Context: an optimization exercise on an open-source flow, tuned for small area and a short achievable clock period. The choices shown serve that exercise and are no tape-out recipe.
RTL that was checked went through simulation tests only; none was proved equivalent to the original.

==> build 66: inputs <==
## DSP
module DSP(A,B,C,D,CLK,CARRYIN,OPMODE,BCIN,RSTA,RSTB,RSTM,RSTP,RSTC,RSTD,RSTCARRYIN,RSTOPMODE,
          CEA,CEB,CEM,CEP,CEC,CED,CECARRYIN,CEOPMODE,PCIN,BCOUT,PCOUT,P,M,CARRYOUT,CARRYOUTF);
export LEC_CHECK = 0
export CAP_MARGIN = 20
export CORE_MARGIN = 2
export CORE_UTILIZATION = 55
export SETUP_SLACK_MARGIN = 4.1
export SLEW_MARGIN = 20
export SYNTH_HIERARCHICAL = 1
export SYNTH_MINIMUM_KEEP_SIZE = 0
create_clock -name core_clock -period 8.0 [get_ports {CLK}]
standard.sh (not shown) runs the stock make flow with config.mk's settings and CLKGATE_MAP_FILE= SYNTH_SCRIPT=/design/flow/synth_recipe.tcl, a recipe that flattens the netlist after the stock synthesis.
==> flow/flow/run.sh <==
#!/bin/bash
# Standard layout with two changes: the port buffers are plain buf_1 cells
# instead of the default delay buffers, and ABC maps for a lighter load, so
# that it picks the smaller cell sizes and leaves sizing to the resizer.
export BUFFER_PORTS_ARGS="-buffer_cell sky130_fd_sc_hd__buf_1"
bash standard.sh ABC_LOAD_IN_FF=0.2 finish > standard.log 2>&1
==> inputs of trial 59, as changes to build 66 <==
--- a/flow/design.v
+++ b/flow/design.v
@@ -1922,15 +1922,15 @@
     assign M = mprod;
     reg [47:0] X, Zr;
     always @(*) begin
         case (OP_r[1:0])
         2'd0: X = 48'd0;
         2'd1: X = {{12{mprod[35]}}, mprod};
         2'd2: X = P_r;
-        default: X = {D_r[11:0], A_r, B_r};
+        default: X = {D_r[11:0], (A_r & {18{~A_z}}), B_r};
         endcase
         Zr = (OP_r[3:2] == 2'd2) ? P_r : (OP_r[3:2] == 2'd3) ? (C_r & {48{~C_z}}) : 48'd0;
     end
     wire [47:0] Z;
     wire zpc = (OP_r[3:2] == 2'd1);
     dsp_ao21 u_z0 (.a(PCIN[0]), .s(zpc), .r(Zr[0]), .y(Z[0]));
     dsp_ao21 u_z1 (.a(PCIN[1]), .s(zpc), .r(Zr[1]), .y(Z[1]));
@@ -2794,17 +2794,18 @@
     wire [47:0] psum = {pp_s_47, pp_s_46, pp_s_45, pp_s_44, pp_s_43, pp_s_42, pp_s_41, pp_s_40, pp_s_39, pp_s_38, pp_s_37, pp_s_36, pp_s_35, pp_s_34, pp_s_33, pp_s_32, pp_s_31, pp_s_30, pp_s_29, pp_s_28, pp_s_27, pp_s_26, pp_s_25, pp_s_24, pp_s_23, pp_s_22, pp_s_21, pp_s_20, pp_s_19, pp_s_18, pp_s_17, pp_s_16, pp_s_15, pp_s_14, pp_s_13, pp_s_12, pp_s_11, pp_s_10, pp_s_9, pp_s_8, pp_s_7, pp_s_6, pp_s_5, pp_s_4, pp_s_3, pp_s_2, pp_s_1, pp_s_0};
     wire cout = pp_g7_48;
     always @(posedge CLK) begin
         if (RSTD) D_r <= 18'd0; else if (CED) D_r <= D;
         if (RSTC) C_z <= 1'b1; else if (CEC) C_z <= 1'b0;
         if (CEC) C_r <= C;
         if (RSTOPMODE) OP_r <= 8'd0; else if (CEOPMODE) OP_r <= OPMODE;
-        if (RSTA) A_r <= 18'd0; else if (CEA) A_r <= A;
+        if (RSTA) A_z <= 1'b1; else if (CEA) A_z <= 1'b0;
+        if (CEA) A_r <= A;
         if (RSTB) B_r <= 18'd0; else if (CEB) B_r <= B_n;
-        if (RSTM) begin MS_r <= {35{1'b0}}; MC_r <= {27{1'b0}}; end
+        if (RSTM | (CEM & A_z)) begin MS_r <= {35{1'b0}}; MC_r <= {27{1'b0}}; end
         else if (CEM) begin MS_r <= row0; MC_r <= row1; end
         if (RSTCARRYIN) begin CYI_r <= 1'b0; CYO_r <= 1'b0; end
         else if (CECARRYIN) begin CYI_r <= OP_r[5]; CYO_r <= cout; end
         if (RSTP) P_r <= 48'd0; else if (CEP) P_r <= psum;
     end
     assign P = P_r;
     assign PCOUT = P_r;
- TNS_END_PERCENT: default -> 0
==> inputs of trial 55, as changes to build 66 <==
--- a/flow/design.v
+++ b/flow/design.v
@@ -1922,15 +1922,15 @@
     assign M = mprod;
     reg [47:0] X, Zr;
     always @(*) begin
         case (OP_r[1:0])
         2'd0: X = 48'd0;
         2'd1: X = {{12{mprod[35]}}, mprod};
         2'd2: X = P_r;
-        default: X = {D_r[11:0], A_r, B_r};
+        default: X = {D_r[11:0], (A_r & {18{~A_z}}), B_r};
         endcase
         Zr = (OP_r[3:2] == 2'd2) ? P_r : (OP_r[3:2] == 2'd3) ? (C_r & {48{~C_z}}) : 48'd0;
     end
     wire [47:0] Z;
     wire zpc = (OP_r[3:2] == 2'd1);
     dsp_ao21 u_z0 (.a(PCIN[0]), .s(zpc), .r(Zr[0]), .y(Z[0]));
     dsp_ao21 u_z1 (.a(PCIN[1]), .s(zpc), .r(Zr[1]), .y(Z[1]));
@@ -2794,17 +2794,18 @@
     wire [47:0] psum = {pp_s_47, pp_s_46, pp_s_45, pp_s_44, pp_s_43, pp_s_42, pp_s_41, pp_s_40, pp_s_39, pp_s_38, pp_s_37, pp_s_36, pp_s_35, pp_s_34, pp_s_33, pp_s_32, pp_s_31, pp_s_30, pp_s_29, pp_s_28, pp_s_27, pp_s_26, pp_s_25, pp_s_24, pp_s_23, pp_s_22, pp_s_21, pp_s_20, pp_s_19, pp_s_18, pp_s_17, pp_s_16, pp_s_15, pp_s_14, pp_s_13, pp_s_12, pp_s_11, pp_s_10, pp_s_9, pp_s_8, pp_s_7, pp_s_6, pp_s_5, pp_s_4, pp_s_3, pp_s_2, pp_s_1, pp_s_0};
     wire cout = pp_g7_48;
     always @(posedge CLK) begin
         if (RSTD) D_r <= 18'd0; else if (CED) D_r <= D;
         if (RSTC) C_z <= 1'b1; else if (CEC) C_z <= 1'b0;
         if (CEC) C_r <= C;
         if (RSTOPMODE) OP_r <= 8'd0; else if (CEOPMODE) OP_r <= OPMODE;
-        if (RSTA) A_r <= 18'd0; else if (CEA) A_r <= A;
+        if (RSTA) A_z <= 1'b1; else if (CEA) A_z <= 1'b0;
+        if (CEA) A_r <= A;
         if (RSTB) B_r <= 18'd0; else if (CEB) B_r <= B_n;
-        if (RSTM) begin MS_r <= {35{1'b0}}; MC_r <= {27{1'b0}}; end
+        if (RSTM | (CEM & A_z)) begin MS_r <= {35{1'b0}}; MC_r <= {27{1'b0}}; end
         else if (CEM) begin MS_r <= row0; MC_r <= row1; end
         if (RSTCARRYIN) begin CYI_r <= 1'b0; CYO_r <= 1'b0; end
         else if (CECARRYIN) begin CYI_r <= OP_r[5]; CYO_r <= cout; end
         if (RSTP) P_r <= 48'd0; else if (CEP) P_r <= psum;
     end
     assign P = P_r;
     assign PCOUT = P_r;
- CAP_MARGIN: 20 -> 5
- SLEW_MARGIN: 20 -> 5
==> inputs of trial 69, as changes to build 66 <==
--- a/flow/design.v
+++ b/flow/design.v
@@ -1922,15 +1922,15 @@
     assign M = mprod;
     reg [47:0] X, Zr;
     always @(*) begin
         case (OP_r[1:0])
         2'd0: X = 48'd0;
         2'd1: X = {{12{mprod[35]}}, mprod};
         2'd2: X = P_r;
-        default: X = {D_r[11:0], A_r, B_r};
+        default: X = {D_r[11:0], (A_r & {18{~A_z}}), B_r};
         endcase
         Zr = (OP_r[3:2] == 2'd2) ? P_r : (OP_r[3:2] == 2'd3) ? (C_r & {48{~C_z}}) : 48'd0;
     end
     wire [47:0] Z;
     wire zpc = (OP_r[3:2] == 2'd1);
     dsp_ao21 u_z0 (.a(PCIN[0]), .s(zpc), .r(Zr[0]), .y(Z[0]));
     dsp_ao21 u_z1 (.a(PCIN[1]), .s(zpc), .r(Zr[1]), .y(Z[1]));
@@ -2794,17 +2794,18 @@
     wire [47:0] psum = {pp_s_47, pp_s_46, pp_s_45, pp_s_44, pp_s_43, pp_s_42, pp_s_41, pp_s_40, pp_s_39, pp_s_38, pp_s_37, pp_s_36, pp_s_35, pp_s_34, pp_s_33, pp_s_32, pp_s_31, pp_s_30, pp_s_29, pp_s_28, pp_s_27, pp_s_26, pp_s_25, pp_s_24, pp_s_23, pp_s_22, pp_s_21, pp_s_20, pp_s_19, pp_s_18, pp_s_17, pp_s_16, pp_s_15, pp_s_14, pp_s_13, pp_s_12, pp_s_11, pp_s_10, pp_s_9, pp_s_8, pp_s_7, pp_s_6, pp_s_5, pp_s_4, pp_s_3, pp_s_2, pp_s_1, pp_s_0};
     wire cout = pp_g7_48;
     always @(posedge CLK) begin
         if (RSTD) D_r <= 18'd0; else if (CED) D_r <= D;
         if (RSTC) C_z <= 1'b1; else if (CEC) C_z <= 1'b0;
         if (CEC) C_r <= C;
         if (RSTOPMODE) OP_r <= 8'd0; else if (CEOPMODE) OP_r <= OPMODE;
-        if (RSTA) A_r <= 18'd0; else if (CEA) A_r <= A;
+        if (RSTA) A_z <= 1'b1; else if (CEA) A_z <= 1'b0;
+        if (CEA) A_r <= A;
         if (RSTB) B_r <= 18'd0; else if (CEB) B_r <= B_n;
-        if (RSTM) begin MS_r <= {35{1'b0}}; MC_r <= {27{1'b0}}; end
+        if (RSTM | (CEM & A_z)) begin MS_r <= {35{1'b0}}; MC_r <= {27{1'b0}}; end
         else if (CEM) begin MS_r <= row0; MC_r <= row1; end
         if (RSTCARRYIN) begin CYI_r <= 1'b0; CYO_r <= 1'b0; end
         else if (CECARRYIN) begin CYI_r <= OP_r[5]; CYO_r <= cout; end
         if (RSTP) P_r <= 48'd0; else if (CEP) P_r <= psum;
     end
     assign P = P_r;
     assign PCOUT = P_r;
==> flow/flow/run.sh (replaced) <==
#!/bin/bash
# Standard layout with two changes: the port buffers are plain buf_1 cells
# instead of the default delay buffers, and ABC maps for a lighter load, so
# that it picks the smaller cell sizes and leaves sizing to the resizer.
export BUFFER_PORTS_ARGS="-buffer_cell sky130_fd_sc_hd__buf_1"
bash standard.sh ABC_LOAD_IN_FF=1 finish > standard.log 2>&1
- GPL_ROUTABILITY_DRIVEN: default -> 0
==> comparison <==
- Of build 66 and trial 59, trial 59 has the higher flip-flop and latch count (gap 1).
- First-iteration DRC count: trial 69 > build 66 > trial 59 > trial 55.
- Global-route usage: build 66 > trial 69 > trial 59 > trial 55.
- In die area, trial 69 and build 66 hardly differ.
- Of trial 55 and trial 59, trial 59 has the higher sequential share of layout area (gap 0.39 points).
For build 66, only the layout was checked, not whether the RTL still works.

-- re-timing with driven ports --
The results above use ideal ports. As a check the final layouts listed here were re-extracted and re-timed, cells and wires unchanged.
Step 1: set_driving_cell puts a clkbuf_16 on CLK and a buf_2 on each other input, an assumption about the parent block.
Step 2 also shifts input and output timing later by t, the mid clock arrival at the registers, as if the neighbouring blocks saw the same clock.
Three values: ideal ports, drivers, drivers and shift; two values: the first two.
| run | shift t [ns] | setup slack, ns | worst setup path after step 2 | worst register clock-pin slew, ns | cell pins on the clock port's net |
|---|---|---|---|---|---|
| build 66 | 0.625 | 3.878 / 3.878 / 3.727 | input to register | 0.07 / 0.07 | 1 |
| trial 59 | 0.639 | 4.061 / 4.000 / 3.640 | input to register | 0.06 / 0.06 | 1 |
| trial 55 | 0.625 | 4.021 / 3.966 / 3.673 | input to register | 0.07 / 0.07 | 1 |
| trial 69 | 0.613 | 4.092 / 4.034 / 3.672 | input to register | 0.06 / 0.06 | 1 |
After both steps setup and hold are still met in every run listed. For trial 59, which loses most, drivers alone change the setup slack by -0.061 ns; drivers and shift together by -0.421 ns.
